From an optimization exercise on the open Yosys and OpenROAD flow, aimed at small area, a short achievable clock period and few clock cycles per item; shortcuts taken in it are not production practice.
In this exercise RTL edits were held to simulation tests only and were not proved equivalent to the original.
Power and IR drop assume default switching activity.

==> flow/design.v <==
module cache_controller(
    input  logic         clk,
    input  logic         rst_n,
    input  logic         read_req,      
    input  logic         write_req,     
    input  logic         cache_flush,   
    input  logic [31:0]  p_addr,        
    output logic [31:0]  m_addr,        
    input  logic [31:0]  p_w_data,      
    output logic [31:0]  p_r_data,      
    input  logic [127:0] m_r_data,      
    output logic [127:0] m_w_data,      
    input  logic         main_mem_ack,  
    output logic         mem_write,     
    output logic         mem_read,      
    output logic         stall,         
    output logic         p_ready        
);
    localparam PB = 3;      
    logic [127:0] line;     
    logic [27:0]  tag;      
    logic         valid;
    logic         dirty;
    logic         hit_r;    
    logic         miss_r;   
    logic         rd_r;     
    logic         wr_r;     
    logic         ack_r;    
    logic [3:0]   selm_r;   
    logic [3:0]   sell_r;   
    logic         rw, match, miss, fill_done, wb_done;
    logic [3:0]   word;     
    logic [3:0]   wsel;     
    logic [3:0]   fsel;     
    logic [3:0]   hold;     
    logic [127:0] line_d;
    assign rw    = read_req | write_req;
    assign match = valid && (tag == p_addr[31:4]);
    assign miss  = !(valid && (tag[PB-1:0] == p_addr[PB+3:4])) || miss_r;
    assign fill_done = rd_r && main_mem_ack;
    assign wb_done   = wr_r && main_mem_ack;
    assign mem_write = dirty && ((rw && miss) || cache_flush);
    assign mem_read  = rw && !dirty && miss;
    assign m_addr    = {(dirty ? tag : p_addr[31:4]), 4'b0000};
    assign m_w_data  = line;
    assign p_ready = (rw && hit_r) || (main_mem_ack && ack_r) || (cache_flush && !dirty);
    assign stall   = (read_req | write_req | cache_flush) & ~p_ready;
    always_comb begin
        p_r_data = 32'd0;
        for (int k = 0; k < 4; k++)
            p_r_data = p_r_data
                     | ({32{selm_r[k]}} & m_r_data[32*k +: 32])
                     | ({32{sell_r[k]}} & line[32*k +: 32]);
    end
    always_comb begin
        for (int k = 0; k < 4; k++) begin
            word[k] = (p_addr[3:2] == 2'(k));
            wsel[k] = write_req && word[k] && (hit_r || fill_done);
            fsel[k] = fill_done && !wsel[k];
            hold[k] = !wsel[k] && !fill_done;
            line_d[32*k +: 32] = ({32{hold[k]}} & line[32*k +: 32])
                               | ({32{wsel[k]}} & p_w_data)
                               | ({32{fsel[k]}} & m_r_data[32*k +: 32]);
        end
    end
    always_ff @(posedge clk) begin
        line   <= line_d;
        selm_r <= word & {4{mem_read && !main_mem_ack}};
        sell_r <= word & {4{!(mem_read && !main_mem_ack)}};
        if (fill_done)
            tag <= p_addr[31:4];
    end
    always_ff @(posedge clk or negedge rst_n) begin
        if (!rst_n) begin
            valid  <= 1'b0;
            dirty  <= 1'b0;
            hit_r  <= 1'b0;
            miss_r <= 1'b0;
            rd_r   <= 1'b0;
            wr_r   <= 1'b0;
            ack_r  <= 1'b0;
        end else begin
            hit_r  <= stall && match;
            miss_r <= stall && !match;
            rd_r   <= mem_read && !main_mem_ack;
            wr_r   <= mem_write && !main_mem_ack;
            ack_r  <= (mem_read || (mem_write && cache_flush)) && !main_mem_ack;
            if (fill_done)
                valid <= 1'b1;
            if (wb_done)
                dirty <= 1'b0;
            else if (write_req && (hit_r || fill_done))
                dirty <= 1'b1;
        end
    end
endmodule
clock: 6.0 ns
lec_check: 0
cap_margin: 20
core_margin: 2
core_utilization: 60
setup_slack_margin: 2.5
slew_margin: 20
standard.sh (not shown) runs the stock make flow with config.mk's settings and CLKGATE_MAP_FILE= SYNTH_SCRIPT=/design/flow/synth_recipe.tcl, a recipe that flattens the netlist after the stock synthesis.
==> flow/flow/run.sh <==
#!/bin/bash
# Standard layout, with plain buffers on the ports.
cp standard.sh standard_sh_copy.txt
export BUFFER_PORTS_ARGS="-buffer_cell sky130_fd_sc_hd__buf_1"
bash standard.sh > standard.log 2>&1
The first run ran to the end with no violations.
Testbench counts at the start, summed over its fixed seeds: cycles 67,648, items 12,008.
Edit:
==> flow/design.v (replaced) <==
module cache_controller(
    input  logic         clk,
    input  logic         rst_n,
    input  logic         read_req,      
    input  logic         write_req,     
    input  logic         cache_flush,   
    input  logic [31:0]  p_addr,        
    output logic [31:0]  m_addr,        
    input  logic [31:0]  p_w_data,      
    output logic [31:0]  p_r_data,      
    input  logic [127:0] m_r_data,      
    output logic [127:0] m_w_data,      
    input  logic         main_mem_ack,  
    output logic         mem_write,     
    output logic         mem_read,      
    output logic         stall,         
    output logic         p_ready        
);
    localparam PB = 3;      
    logic [127:0] line;     
    logic [27:0]  tag;      
    logic         valid;
    logic         dirty;
    logic         cont_r;   
    logic         match_r;  
    logic         rd_r;     
    logic         wr_r;     
    logic [3:0]   selm_r;   
    logic [3:0]   sell_r;   
    logic         rw, hit, miss, fill_done, wb_done;
    logic [3:0]   word;     
    logic [3:0]   wsel;     
    logic [3:0]   fsel;     
    logic [3:0]   hold;     
    logic [127:0] line_d;
    assign rw   = read_req | write_req;
    assign hit  = cont_r && match_r;
    assign miss = !(valid && (tag[PB-1:0] == p_addr[PB+3:4])) || (cont_r && !match_r);
    assign fill_done = rd_r && main_mem_ack;
    assign wb_done   = wr_r && main_mem_ack;
    assign mem_write = dirty && ((rw && miss) || cache_flush);
    assign mem_read  = rw && !dirty && miss;
    assign m_addr    = {(dirty ? tag : p_addr[31:4]), 4'b0000};
    assign m_w_data  = line;
    assign p_ready = (rw && hit) || fill_done || (cache_flush && (!dirty || wb_done));
    assign stall   = (read_req | write_req | cache_flush) & ~p_ready;
    always_comb begin
        p_r_data = 32'd0;
        for (int k = 0; k < 4; k++)
            p_r_data = p_r_data
                     | ({32{selm_r[k]}} & m_r_data[32*k +: 32])
                     | ({32{sell_r[k]}} & line[32*k +: 32]);
    end
    always_comb begin
        for (int k = 0; k < 4; k++) begin
            word[k] = (p_addr[3:2] == 2'(k));
            wsel[k] = write_req && word[k] && (hit || fill_done);
            fsel[k] = fill_done && !wsel[k];
            hold[k] = !wsel[k] && !fill_done;
            line_d[32*k +: 32] = ({32{hold[k]}} & line[32*k +: 32])
                               | ({32{wsel[k]}} & p_w_data)
                               | ({32{fsel[k]}} & m_r_data[32*k +: 32]);
        end
    end
    always_ff @(posedge clk) begin
        line    <= line_d;
        match_r <= valid && (tag == p_addr[31:4]);
        selm_r  <= word & {4{mem_read && !main_mem_ack}};
        sell_r  <= word & {4{!(mem_read && !main_mem_ack)}};
        if (fill_done)
            tag <= p_addr[31:4];
    end
    always_ff @(posedge clk or negedge rst_n) begin
        if (!rst_n) begin
            valid  <= 1'b0;
            dirty  <= 1'b0;
            cont_r <= 1'b0;
            rd_r   <= 1'b0;
            wr_r   <= 1'b0;
        end else begin
            cont_r <= stall;
            rd_r   <= mem_read && !main_mem_ack;
            wr_r   <= mem_write && !main_mem_ack;
            if (fill_done)
                valid <= 1'b1;
            if (wb_done)
                dirty <= 1'b0;
            else if (write_req && (hit || fill_done))
                dirty <= 1'b1;
        end
    end
endmodule
Effect: Final cell count drops by about 2%; first-iteration DRC count came out higher by about 2.7%; total power went up by about 0.7%; die area shrinks by about 2%; sequential power hardly moves; critical path depth does not change; non-clock buffer count rises by 2; worst setup slack hardly moves; core utilization grows by 0.23 points; clock power hardly moves; sequential share of layout area stays flat; final area decreases by about 0.9%; routed wire length went up by 1.8%; clock skew hardly moves.
Testbench counts after the change, summed over its fixed seeds: cycles 67,648, items 12,008.

[static timing again, ports no longer ideal]
The flow's constraints put no driver on any port. The routed layouts listed below were extracted and timed again, unchanged, in two steps.
Step 1: set_driving_cell puts a clkbuf_16 on clk and a buf_2 on each other input, an assumption about the parent block.
Step 2 times the ports against the registers' clock, not the clock port: input delays grow and output delays shrink by t, the midpoint of the rising clock arrivals with the driver on.
Three values: ideal, step 1, step 2; two values: the first two.
| run | t, ns | slack for setup (ns) | worst setup path after step 2 | worst data-port slew with drivers (ns) |
|---|---|---|---|---|
| the first run | 0.468 | 2.527 / 2.484 / 2.427 | input to register | 0.08 |
| the second run | 0.479 | 2.525 / 2.480 / 2.510 | input to register | 0.09 |
After both steps every run listed still meets setup and hold. For the first run, which loses most, drivers alone change the setup slack by -0.043 ns; drivers and shift together by -0.100 ns.
